This design comes from an exercise in tuning for small area on the open sky130 flow, not from production work. At most, simulation tests tie the RTL to the original design; equivalence was not proved. The clock port is modelled as an ideal driver; clocking choices that lean on that would not hold on a real chip. No activity file was given, so power comes from the tool's default toggle rates.

Setup of job 1333:
## project
module project(clk, reset, button1, button0, led5, led4, led3, led2, led1, led0, alarmon, what);
	input clk, reset, button1, button0;
	output [6:0] led5, led4, led3, led2, led1, led0, alarmon, what;
	function [6:0] seg10;
		input [3:0] d;
		begin
			seg10[0] = (~d[3] & ~d[2] & ~d[1] & d[0]) | (~d[3] & d[2] & ~d[0]);
			seg10[1] = ~((~d[2]) | (~d[3] & ~d[0]));
			seg10[2] = (~d[3] & d[1] & ~d[0]);
			seg10[3] = (~d[2] & ~d[1] & d[0]) | (~d[3] & d[2] & ~d[0]);
			seg10[4] = (d[0]) | (~d[3] & d[2]);
			seg10[5] = (~d[3] & d[1]) | (~d[2] & ~d[1] & d[0]);
			seg10[6] = (~d[2] & ~d[1]);
		end
	endfunction
	function [6:0] seg6;
		input [2:0] d;
		begin
			seg6[0] = (~d[2] & ~d[1] & d[0]) | (d[2] & ~d[0]);
			seg6[1] = (d[2] & d[0]);
			seg6[2] = (d[1] & ~d[0]);
			seg6[3] = (~d[2] & ~d[1] & d[0]) | (d[2] & ~d[0]);
			seg6[4] = ~((~d[2] & ~d[0]));
			seg6[5] = (~d[2] & d[0]) | (d[1]);
			seg6[6] = (~d[2] & ~d[1]);
		end
	endfunction
	function [6:0] seg6b;
		input [2:0] d;
		begin
			seg6b[0] = (~d[2] & ~d[1] & d[0]) | (d[2] & ~d[0]);
			seg6b[1] = ~((~d[2]) | (~d[1] & ~d[0]));
			seg6b[2] = (d[1] & ~d[0]);
			seg6b[3] = (~d[2] & ~d[1] & d[0]) | (d[2] & ~d[0]);
			seg6b[4] = ~((~d[2] & ~d[0]));
			seg6b[5] = (~d[2] & d[0]) | (d[1]);
			seg6b[6] = (~d[2] & ~d[1]) | (d[2] & d[1]);
		end
	endfunction
	function [3:0] n10;
		input [3:0] q;
		input en;
		begin
			n10[0] = (~q[0] & en) | (q[0] & ~en);
			n10[1] = (~q[2] & ~q[1] & q[0] & en) | (q[1] & ~q[0]) | (q[1] & ~en);
			n10[2] = (~q[3] & q[1] & q[0] & en) | (~q[3] & q[2]) | (q[2] & ~en);
			n10[3] = (q[2] & q[0] & en) | (q[3] & ~q[1]) | (q[3] & ~q[0]) | (q[3] & ~en);
		end
	endfunction
	function last10;
		input [3:0] q;
		last10 = (q[3] & q[1] & q[0]);
	endfunction
	function [2:0] n6;
		input [2:0] q;
		input en;
		begin
			n6[0] = (~q[0] & en) | (q[0] & ~en);
			n6[1] = (~q[2] & ~q[1] & q[0] & en) | (q[1] & ~q[0]) | (q[1] & ~en);
			n6[2] = (q[2] & ~q[0]) | (q[2] & ~en) | (q[1] & q[0] & en);
		end
	endfunction
	function last6;
  ...
Size in the first run: about 420 cells after synthesis, roughly 75 flip-flops, ~60 I/O pins, about 0.0037 mm^2 of cells after synthesis.
clock: 10.0 ns
lec_check: 0
cap_margin: 0
core_margin: 2
core_utilization: 70
slew_margin: 0
standard.sh (not shown) runs the stock make flow with config.mk's settings and CLKGATE_MAP_FILE= SYNTH_SCRIPT=/design/flow/synth_recipe.tcl, a recipe that flattens the netlist after the stock synthesis.
==> flow/flow/run.sh <==
#!/bin/bash
# Standard layout with three changes: synthesis skips half/full-adder extraction and maps
# with each ABC script in flow/abc, keeping the smallest; the ports get single-drive
# buffers; the clock tree uses small buffers, larger only where a clock edge is slow, and no
# dummy loads.
set -euo pipefail
{ cat flow/overrides.tcl; cat synth_recipe.tcl; } > own_synth.tcl
export OWN_ABC_SCRIPTS="$(ls $PWD/flow/abc/*.abc | tr '\n' ' ')"
export BUFFER_PORTS_ARGS="-buffer_cell sky130_fd_sc_hd__buf_1"
export POST_CTS_TCL=$PWD/flow/clock_upsize.tcl
export OWN_CLOCK_SLEW_NS=0.11
export CTS_ARGS="-sink_clustering_enable -repair_clock_nets -root_buf sky130_fd_sc_hd__clkbuf_4 -buf_list sky130_fd_sc_hd__clkbuf_4 -sink_clustering_size 40 -sink_clustering_max_diameter 300 -dont_use_dummy_load"
bash standard.sh SYNTH_SCRIPT=$PWD/own_synth.tcl > standard_flow.log 2>&1
Other scripts of this flow, unchanged in this note and not shown: flow/flow/abc/a2.abc, flow/flow/abc/a5.abc, flow/flow/abc/a8.abc, flow/flow/abc/b1.abc, flow/flow/abc/b2.abc, flow/flow/clock_upsize.tcl, flow/flow/overrides.tcl
Job 1333 | status: complete | timing, DRC, antenna: pass
Changes in job 1893 relative to job 1333:
- a change of CAP_MARGIN from 0 to 20
- a change of SLEW_MARGIN from 0 to 20
- ~same proportion of total power due to net switching in job 1333 and job 1893
- Power attributed to the clock group of job 1333 is on par with job 1893.
- Job 1893 and job 1333 ended up with roughly the same minimum period implied by the final worst setup slack.
- As far as wire length is concerned, job 1333 and job 1893 perform about the same.
diff inputs: job 1893 => job 3145
- changing CORE_UTILIZATION from 70 to 80
==> run notes <==
- Compared job 1893 against job 3145; standby leakage power within noise.
- Total wire length after detailed routing | job 3145 above job 1893
- Sort job 3145 and job 1893 by register fraction of the total cell area asc -> top: job 1893
- Looking at group drawing the most power, the sequential cells result is from job 1893; the combinational logic one comes from job 3145.
- Taking job 1893 as the reference, in job 3145 setup slack after layout dropped 0.21 ns, final core utilization rose by 12 points, post-placement setup slack down 0.046 ns.
Here is what was changed in the inputs of job 3958 compared with job 3145.
- swapping 80 for 55 in CORE_UTILIZATION
==> run notes <==
Delta(register share of total power, job 3958 - job 3145) > 0. Summary — total routing usage reported by global routing, job 3958 relative to job 3145: lower, by 15 points. Job 3958 ended up with met1 as its busiest layer in global routing; job 3145 ended up with met2. The time the final worst path needs with I/O delays and setup in job 3958 sits 0.10 ns below the value recorded for job 3145.

Another version of the RTL of project (not shown whole).
For scale: about 660 cells after synthesis, roughly 75 flip-flops, ~4900 sq um of cells after synthesis.
Settings: LEC_CHECK=0, ABC_AREA=1, CAP_MARGIN=20, CORE_MARGIN=2, CORE_UTILIZATION=40, CTS_BUF_LIST=sky130_fd_sc_hd__clkbuf_4 sky130_fd_sc_hd__clkbuf_8, CTS_CLUSTER_SIZE=30, SLEW_MARGIN=20; clock period 10.0 ns.
==> flow/flow/run.sh <==
#!/bin/bash
# Standard layout, with single-drive buffers on the ports.
set -euo pipefail
export BUFFER_PORTS_ARGS="-buffer_cell sky130_fd_sc_hd__buf_1"
bash standard.sh > standard_flow.log 2>&1
The starting point finished clean.
==> next run, changes <==
==> flow/flow/run.sh (replaced) <==
#!/bin/bash
# Standard layout, with an area-oriented ABC script and no half-adder extraction in synthesis,
# single-drive buffers on the ports and a small clock tree.
set -euo pipefail
{ cat flow/overrides.tcl; cat synth_recipe.tcl; } > own_synth.tcl
export OWN_ABC_SCRIPT=$PWD/flow/area.abc
export BUFFER_PORTS_ARGS="-buffer_cell sky130_fd_sc_hd__buf_1"
export CTS_ARGS="-sink_clustering_enable -repair_clock_nets -root_buf sky130_fd_sc_hd__clkbuf_8 -buf_list sky130_fd_sc_hd__clkbuf_8 -sink_clustering_size 40 -sink_clustering_max_diameter 300"
bash standard.sh SYNTH_SCRIPT=$PWD/own_synth.tcl > standard_flow.log 2>&1
==> flow/flow/area.abc (new file) <==
strash
&get -n
&fraig -x
&put
scorr
dc2
strash
&get -n
&dch -f
&nf -R 1000
&put
topo
==> flow/flow/overrides.tcl (new file) <==
proc extract_fa {args} { puts "own flow: no adder extraction" }
proc abc {args} {
  set i [lsearch -exact $args -script]
  if {$i >= 0} { set args [lreplace $args $i [expr {$i + 1}] -script $::env(OWN_ABC_SCRIPT)] }
  yosys abc {*}$args
}
--- a/flow/config.mk
+++ b/flow/config.mk
@@ -8 +7,0 @@
-export ABC_AREA = 1
@@ -12,2 +10,0 @@
-export CTS_BUF_LIST = sky130_fd_sc_hd__clkbuf_4 sky130_fd_sc_hd__clkbuf_8
-export CTS_CLUSTER_SIZE = 30
After rerunning: Combinational power decreases by roughly a tenth. Synthesized cell count decreases by a quarter to a third. Power decreases slightly. Via count decreases by about a fifth.
No functional check of the RTL was part of any run of this note.

==> re-timing with driven ports <==
The results above use ideal ports. As a check the final layouts listed here were re-extracted and re-timed, cells and wires unchanged.
Step 1 (the two cells are an assumption about what drives the block):
set clk [get_ports {clk}]
set_driving_cell -lib_cell sky130_fd_sc_hd__clkbuf_16 $clk
set_driving_cell -lib_cell sky130_fd_sc_hd__buf_2 [delete_from_list [all_inputs] $clk]
Step 2 moves the port delays by t, midway between the first and last clock arrival at a register: inputs arrive t later, outputs are due t later. That takes back most of the time a late clock gives input paths.
Three values: ideal, step 1, step 2; two values: the first two.
run | t (ns) | setup WS [ns] | latest minus earliest clock arrival (ns) | worst data-port slew with drivers (ns) | pins driven straight from the clock port
job 1333 | 0.433 | 3.736 / 3.708 / 4.141 | 0.017 / 0.018 | 0.03 | 1
job 1893 | 0.432 | 3.736 / 3.709 / 4.141 | 0.017 / 0.017 | 0.03 | 1
job 3145 | 0.434 | 3.528 / 3.499 / 3.934 | 0.026 / 0.027 | 0.03 | 1
job 3958 | 0.439 | 3.631 / 3.601 / 4.040 | 0.028 / 0.027 | 0.03 | 1
the first run of note 2 | 0.371 | 4.663 / 4.632 / 5.004 | 0.006 / 0.007 | 0.03 | 1
the second run of note 2 | 0.375 | 3.232 / 3.200 / 3.575 | 0.016 / 0.016 | 0.03 | 1
After both steps setup and hold are still met in every run listed.
